What follows belongs to an exercise in optimizing a design on an open flow for small area, a short achievable clock period and few clock cycles; a production flow would make more cautious choices.
At most, simulation tests tie the RTL to the original design; equivalence was not proved.

## job 104
==> flow/design.v <==
module MDU (
	clk, rst_n,
	A, B, Op, C, D,
	ack, req
);
	input clk, rst_n;
	input  [0:32-1] 	A;
	input  [0:32-1] 	B;
	input  [0:3-1]  	Op;
	output [0:32-1] 	C;
	output [0:4-1]	D;
	input req;
	output ack;
	wire [31:0] a_in  = A;
	wire [31:0] b_in  = B;
	wire [2:0]  op_in = Op;
	reg        busy, first, fix, negd;
	reg [2:0]  cnt;
	reg        op_div, op_sgn, op_hi, op_u;
	reg        negq, qm1;
	reg [31:0] X, Q;
	reg [32:0] R;
	wire last  = ~first & (cnt == 3'd0);
	wire mj2 = bzr[3] & bzr[2] & ~Q[15] | op_sgn & bor[3] & bor[2] & Q[15];
	wire mj5 = op_u & Q[31];
	wire [2:0] mk = mj5 ? 3'd3 : {op_hi, mj2, 1'b0};
	reg  [2:0] kreg;
	wire dneg  = op_sgn & X[31];
	wire [32:0] x33 = {op_sgn & X[31], X};
	wire [34:0] x1  = {{2{x33[32]}}, x33};
	wire [34:0] x2  = {x33[32], x33, 1'b0};
	reg  [31:0] neg_o;
	reg         nc;
	integer j;
	always @(*) begin
		nc = 1'b1;
		for (j = 0; j < 32; j = j + 1) begin
			neg_o[j] = ~Q[j] ^ nc;
			nc = nc & ~Q[j];
		end
	end
	wire        aneg   = first & op_div & op_sgn & Q[31] & ~negd;
	wire        dfirst = first & op_div;
	wire [31:0] T      = dneg ? ~X : X;
	function [2:0] lzb;   
		input [31:0] v;
		begin
			if (|v[31:24])      lzb = 3'd0;
			else if (|v[23:16]) lzb = 3'd1;
			else if (|v[15:8])  lzb = 3'd2;
			else if (|v[7:0])   lzb = 3'd3;
			else                lzb = 3'd4;
		end
	endfunction
	function [2:0] skipb;
		input [2:0] za, zt;
		begin
			case ({za, zt})
				6'o00: skipb = 3'd3; 6'o01: skipb = 3'd2; 6'o02: skipb = 3'd1; 6'o03: skipb = 3'd0; 6'o04: skipb = 3'd0;
				6'o10: skipb = 3'd4; 6'o11: skipb = 3'd3; 6'o12: skipb = 3'd2; 6'o13: skipb = 3'd1; 6'o14: skipb = 3'd0;
				6'o20: skipb = 3'd4; 6'o21: skipb = 3'd4; 6'o22: skipb = 3'd3; 6'o23: skipb = 3'd2; 6'o24: skipb = 3'd1;
				6'o30: skipb = 3'd4; 6'o31: skipb = 3'd4; 6'o32: skipb = 3'd4; 6'o33: skipb = 3'd3; 6'o34: skipb = 3'd2;
				default: skipb = 3'd4;
			endcase
		end
	endfunction
	reg  [3:0] azr, aor, bzr, bor;
	wire [3:0] alowz = {azr[2] & azr[1] & azr[0], azr[1] & azr[0], azr[0], 1'b1};
	wire [3:0] az = negd ? ((alowz & azr) | (~alowz & aor)) : azr;
	wire [3:0] tz = dneg ? bor : bzr;
	wire [2:0] lza = ~az[3] ? 3'd0 : ~az[2] ? 3'd1 : ~az[1] ? 3'd2 : ~az[0] ? 3'd3 : 3'd4;
	wire [2:0] lzt = ~tz[3] ? 3'd0 : ~tz[2] ? 3'd1 : ~tz[1] ? 3'd2 : ~tz[0] ? 3'd3 : 3'd4;
	wire [31:0] absA = Q;
	wire [2:0] sb = skipb(lza, lzt);
	wire       qzero = dfirst & ~aneg & (sb == 3'd4);
	reg [32:0] r_prep;
	reg [31:0] q_prep;
	always @(*) begin
		case (sb[1:0])
			2'd0: begin r_prep = 33'd0;                 q_prep = absA; end
			2'd1: begin r_prep = {25'd0, absA[31:24]};  q_prep = {absA[23:0], 8'd0}; end
			2'd2: begin r_prep = {17'd0, absA[31:16]};  q_prep = {absA[15:0], 16'd0}; end
			default: begin r_prep = {9'd0, absA[31:8]}; q_prep = {absA[7:0], 24'd0}; end
		endcase
	end
	wire [32:0] r_in = dfirst ? r_prep : R;
	wire [31:0] q_in = dfirst ? q_prep : Q;
	function [34:0] bkadd;
		input [34:0] a, b;
		input        ci;
		reg [35:0] g, p, G, P;
		integer k, d;
		begin
			g[0] = ci;
			p[0] = 1'b0;
			for (k = 1; k < 36; k = k + 1) begin
				g[k] = a[k-1] & b[k-1];
				p[k] = a[k-1] ^ b[k-1];
			end
			G = g;
			P = p;
			for (d = 1; d < 36; d = d * 2)
				for (k = 2*d-1; k < 36; k = k + 2*d) begin
					G[k] = G[k] | (P[k] & G[k-d]);
					P[k] = P[k] & P[k-d];
				end
			for (d = 16; d >= 1; d = d / 2)
				for (k = 3*d-1; k < 36; k = k + 2*d) begin
					G[k] = G[k] | (P[k] & G[k-d]);
					P[k] = P[k] & P[k-d];
				end
			for (k = 0; k < 35; k = k + 1)
				bkadd[k] = p[k+1] ^ G[k];
		end
	endfunction
	wire [7:0] mb = (op_u & last & ~kreg[2]) ? 8'd0 : Q[7:0];
	reg  [32:0] rrow;
	reg  [34:0] opa, opb;
	reg  [34:0] sum;
	reg  [3:0]  qb;
	reg  [7:0]  pl;
	reg         one, two, ng, blo;
	integer i;
	always @(*) begin
		rrow = r_in;
		qb = 4'd0;
		pl = 8'd0;
		for (i = 0; i < 4; i = i + 1) begin
			if (op_div) begin
				opa = {rrow[32], rrow, q_in[31-i]};
				one = 1'b1;
				two = 1'b0;
				ng  = ~(rrow[32] ^ dneg);
			end else begin
				opa = {{2{rrow[32]}}, rrow};
				blo = (i == 0) ? qm1 : mb[2*i-1];
				one = mb[2*i] ^ blo;
				two = (mb[2*i+1] & ~mb[2*i] & ~blo) | (~mb[2*i+1] & mb[2*i] & blo);
				ng  = mb[2*i+1];
			end
			opb = ({35{one}} & x1) | ({35{two}} & x2);
			sum = bkadd(opa, opb ^ {35{ng}}, ng);
			if (op_div) begin
				rrow = sum[32:0];
				qb[3-i] = ~sum[32];
			end else begin
				rrow = sum[34:2];
				pl[2*i +: 2] = sum[1:0];
			end
		end
	end
	reg [31:0] q_calc;
	always @(*) begin
		if (op_div) begin
			if (fix | aneg)
				q_calc = neg_o;
			else if (qzero)
				q_calc = 32'd0;
			else
				q_calc = {q_in[27:0], qb};
		end else if (last)
			case (kreg)
				3'd2:    q_calc = {rrow[15:0], pl, Q[31:24]};
				3'd3:    q_calc = {rrow[23:0], pl};
				3'd4:    q_calc = rrow[31:0];
				3'd6:    q_calc = {{16{rrow[32]}}, rrow[31:16]};
				default: q_calc = {pl, Q[31:8]};
			endcase
		else
			q_calc = {pl, Q[31:8]};
	end
	always @(posedge clk) begin
		if (req) begin
			X <= op_in[2] ? b_in : a_in;
			for (j = 0; j < 4; j = j + 1) begin
				azr[j] <= (a_in[8*j +: 8] == 8'h00);
				aor[j] <= (a_in[8*j +: 8] == 8'hff);
				bzr[j] <= (b_in[8*j +: 8] == 8'h00);
				bor[j] <= (b_in[8*j +: 8] == 8'hff);
			end
			Q <= op_in[2] ? a_in : b_in;
			R <= 33'd0;
			qm1 <= 1'b0;
			op_div <= op_in[2];
			op_sgn <= (op_in == 3'd1) | (op_in == 3'd3) | (op_in == 3'd4);
			op_hi  <= (op_in == 3'd1) | (op_in == 3'd2);
			op_u   <= (op_in == 3'd2);
		end else begin
			Q <= q_calc;
			R <= rrow;
			qm1 <= Q[7];
			if (first & ~negd)
				negq <= op_sgn & (Q[31] ^ X[31]);
			if (first) begin
				kreg <= mk;
				cnt  <= op_div ? {(2'd3 - sb[1:0]), 1'b0} : mj2 ? 3'd0 : mj5 ? 3'd3 : 3'd2;
			end else
				cnt <= cnt - 3'd1;
		end
	end
	always @(posedge clk or negedge rst_n) begin
		if (~rst_n) begin
			busy  <= 1'b0;
			first <= 1'b0;
			fix   <= 1'b0;
			negd  <= 1'b0;
		end else if (req) begin
			busy  <= 1'b1;
			first <= 1'b1;
			fix   <= 1'b0;
			negd  <= 1'b0;
		end else if (aneg) begin
			negd  <= 1'b1;
		end else begin
			first <= 1'b0;
			fix   <= 1'b0;
			if (dfirst) begin
				if (qzero)
					busy <= 1'b0;
			end else if (fix)
				busy <= 1'b0;
			else if (last) begin
				if (op_div & negq)
					fix <= 1'b1;
				else
					busy <= 1'b0;
			end
		end
	end
	assign ack = ~busy;
	assign C = Q;
	wire eq = (Q == 32'd0);
	assign D = {1'b0, Q[31], ~Q[31] & ~eq, eq};
endmodule
clock: 100.0 ns
lec_check: 0
cap_margin: 20
core_margin: 2
core_utilization: 40
slew_margin: 20
run.sh (not shown) runs the stock make flow with config.mk's settings and CLKGATE_MAP_FILE= SYNTH_SCRIPT=/design/flow/synth_recipe.tcl, a recipe that flattens the netlist after the stock synthesis.
Both conditions hold for job 104: the flow ran to the end and the final layout passed the timing, design-rule and antenna checks.
For job 101, these inputs were changed with respect to job 104:
-- flow/design.v --
<<< job 104, line 21
	reg [31:0] X, Q;
	reg [32:0] R;
	wire last  = ~first & (cnt == 3'd0);
	wire mj2 = bzr[3] & bzr[2] & ~Q[15] | op_sgn & bor[3] & bor[2] & Q[15];
	wire mj5 = op_u & Q[31];
	wire [2:0] mk = mj5 ? 3'd3 : {op_hi, mj2, 1'b0};
	reg  [2:0] kreg;
	wire dneg  = op_sgn & X[31];
	wire [32:0] x33 = {op_sgn & X[31], X};
>>> job 101, line 21
	reg [31:0] X, Q;
	reg [32:0] R;
	wire last  = (cnt == 3'd0);
	wire dneg  = op_sgn & X[31];
	wire [32:0] x33 = {op_sgn & X[31], X};
<<< job 104, line 41
	end
	wire        aneg   = first & op_div & op_sgn & Q[31] & ~negd;
	wire        dfirst = first & op_div;
	wire [31:0] T      = dneg ? ~X : X;
	function [2:0] lzb;   
>>> job 101, line 37
	end
	wire        aneg   = first & op_div & op_sgn & Q[31] & ~negd;
	wire [31:0] T      = dneg ? ~X : X;
	function [2:0] lzb;   
<<< job 104, line 65
		end
	endfunction
	reg  [3:0] azr, aor, bzr, bor;
	wire [3:0] alowz = {azr[2] & azr[1] & azr[0], azr[1] & azr[0], azr[0], 1'b1};
	wire [3:0] az = negd ? ((alowz & azr) | (~alowz & aor)) : azr;
	wire [3:0] tz = dneg ? bor : bzr;
	wire [2:0] lza = ~az[3] ? 3'd0 : ~az[2] ? 3'd1 : ~az[1] ? 3'd2 : ~az[0] ? 3'd3 : 3'd4;
	wire [2:0] lzt = ~tz[3] ? 3'd0 : ~tz[2] ? 3'd1 : ~tz[1] ? 3'd2 : ~tz[0] ? 3'd3 : 3'd4;
	wire [31:0] absA = Q;
	wire [2:0] sb = skipb(lza, lzt);
	wire       qzero = dfirst & ~aneg & (sb == 3'd4);
	reg [32:0] r_prep;
	reg [31:0] q_prep;
>>> job 101, line 60
		end
	endfunction
	wire [31:0] absA = Q;
	wire [2:0] lza = lzb(Q);
	wire [2:0] lzt = lzb(T);
	wire [2:0] sb = skipb(lza, lzt);
	wire       qzero = first & ~aneg & (sb == 3'd4);
	reg [32:0] r_prep;
	reg [31:0] q_prep;
<<< job 104, line 84
		endcase
	end
	wire [32:0] r_in = dfirst ? r_prep : R;
	wire [31:0] q_in = dfirst ? q_prep : Q;
	function [34:0] bkadd;
		input [34:0] a, b;
>>> job 101, line 75
		endcase
	end
	wire [32:0] r_in = first ? r_prep : R;
	wire [31:0] q_in = first ? q_prep : Q;
	function [34:0] bkadd;
		input [34:0] a, b;
<<< job 104, line 114
		end
	endfunction
	wire [7:0] mb = (op_u & last & ~kreg[2]) ? 8'd0 : Q[7:0];
	reg  [32:0] rrow;
	reg  [34:0] opa, opb;
>>> job 101, line 105
		end
	endfunction
	wire [7:0] mb = (op_u & last) ? 8'd0 : Q[7:0];
	reg  [32:0] rrow;
	reg  [34:0] opa, opb;
<<< job 104, line 159
			else
				q_calc = {q_in[27:0], qb};
		end else if (last)
			case (kreg)
				3'd2:    q_calc = {rrow[15:0], pl, Q[31:24]};
				3'd3:    q_calc = {rrow[23:0], pl};
				3'd4:    q_calc = rrow[31:0];
				3'd6:    q_calc = {{16{rrow[32]}}, rrow[31:16]};
				default: q_calc = {pl, Q[31:8]};
			endcase
		else
			q_calc = {pl, Q[31:8]};
>>> job 101, line 150
			else
				q_calc = {q_in[27:0], qb};
		end else if (last & op_hi)
			q_calc = op_u ? {rrow[23:0], pl} : rrow[31:0];
		else
			q_calc = {pl, Q[31:8]};
<<< job 104, line 173
		if (req) begin
			X <= op_in[2] ? b_in : a_in;
			for (j = 0; j < 4; j = j + 1) begin
				azr[j] <= (a_in[8*j +: 8] == 8'h00);
				aor[j] <= (a_in[8*j +: 8] == 8'hff);
				bzr[j] <= (b_in[8*j +: 8] == 8'h00);
				bor[j] <= (b_in[8*j +: 8] == 8'hff);
			end
			Q <= op_in[2] ? a_in : b_in;
			R <= 33'd0;
>>> job 101, line 158
		if (req) begin
			X <= op_in[2] ? b_in : a_in;
			Q <= op_in[2] ? a_in : b_in;
			R <= 33'd0;
<<< job 104, line 186
			op_hi  <= (op_in == 3'd1) | (op_in == 3'd2);
			op_u   <= (op_in == 3'd2);
		end else begin
			Q <= q_calc;
>>> job 101, line 165
			op_hi  <= (op_in == 3'd1) | (op_in == 3'd2);
			op_u   <= (op_in == 3'd2);
			cnt    <= (op_in == 3'd2) ? 3'd4 : 3'd3;
		end else begin
			Q <= q_calc;
<<< job 104, line 192
			if (first & ~negd)
				negq <= op_sgn & (Q[31] ^ X[31]);
			if (first) begin
				kreg <= mk;
				cnt  <= op_div ? {(2'd3 - sb[1:0]), 1'b0} : mj2 ? 3'd0 : mj5 ? 3'd3 : 3'd2;
			end else
				cnt <= cnt - 3'd1;
		end
>>> job 101, line 172
			if (first & ~negd)
				negq <= op_sgn & (Q[31] ^ X[31]);
			if (first)
				cnt  <= {(2'd3 - sb[1:0]), 1'b0};
			else
				cnt <= cnt - 3'd1;
		end
<<< job 104, line 207
		end else if (req) begin
			busy  <= 1'b1;
			first <= 1'b1;
			fix   <= 1'b0;
			negd  <= 1'b0;
>>> job 101, line 186
		end else if (req) begin
			busy  <= 1'b1;
			first <= op_in[2];
			fix   <= 1'b0;
			negd  <= 1'b0;
<<< job 104, line 215
			first <= 1'b0;
			fix   <= 1'b0;
			if (dfirst) begin
				if (qzero)
					busy <= 1'b0;
>>> job 101, line 194
			first <= 1'b0;
			fix   <= 1'b0;
			if (first) begin
				if (qzero)
					busy <= 1'b0;
Notes after the runs:
Changes observed in job 101 relative to job 104: wire length -20%, pin count of the biggest net entering global routing -43, final worst setup slack -0.99 ns, wire length per cell -4.0 um.
Job 104 → job 101: worst setup slack after placement dropped 0.47 ns; routability congestion estimate fell by about 3%; filler cell count -4.7%; relative area change from synthesis to final layout went down 1.3 points.
Going from job 104 to job 101, critical path depth grew by more than 10%.
Job 101 vs job 104, highest-delay cell along the critical path: sky130_fd_sc_hd__nor4_2 vs sky130_fd_sc_hd__o311ai_0
The lower core footprint of job 101 and job 104 is in job 101.
From job 104 to job 101 the numbers moved as follows: relative slew slack rose by 3.3 points, layout sequential cell count has decreased.
Testbench counts of job 101, summed over its fixed seeds: cycles 15,650.
Function not checked in job 104: the RTL went through the layout flow alone.

[afterwards: timing with drivers on the ports]
Ports are ideal in the flow. The routed layouts listed here were re-timed in OpenROAD.
Step 1 (the two cells are an assumption about what drives the block):
set clk [get_ports {clk}]
set_driving_cell -lib_cell sky130_fd_sc_hd__clkbuf_16 $clk
set_driving_cell -lib_cell sky130_fd_sc_hd__buf_2 [delete_from_list [all_inputs] $clk]
Step 2 moves the port delays by t, midway between the first and last clock arrival at a register: inputs arrive t later, outputs are due t later. That takes back most of the time a late clock gives input paths.
a / b / c = ideal ports / drivers / drivers and shift; a / b = the first two.
| run | shift t [ns] | setup slack, ns | hold WS [ns] |
|---|---|---|---|
| job 104 | 0.493 | 76.975 / 76.975 / 76.851 | 0.596 / 0.596 / 0.596 |
| job 101 | 0.425 | 75.987 / 75.986 / 75.986 | 0.537 / 0.537 / 0.537 |
After both steps every run listed still meets setup and hold. The setup slack of job 104, which loses most, moves by 0.000 ns with the drivers and by -0.124 ns with both steps.
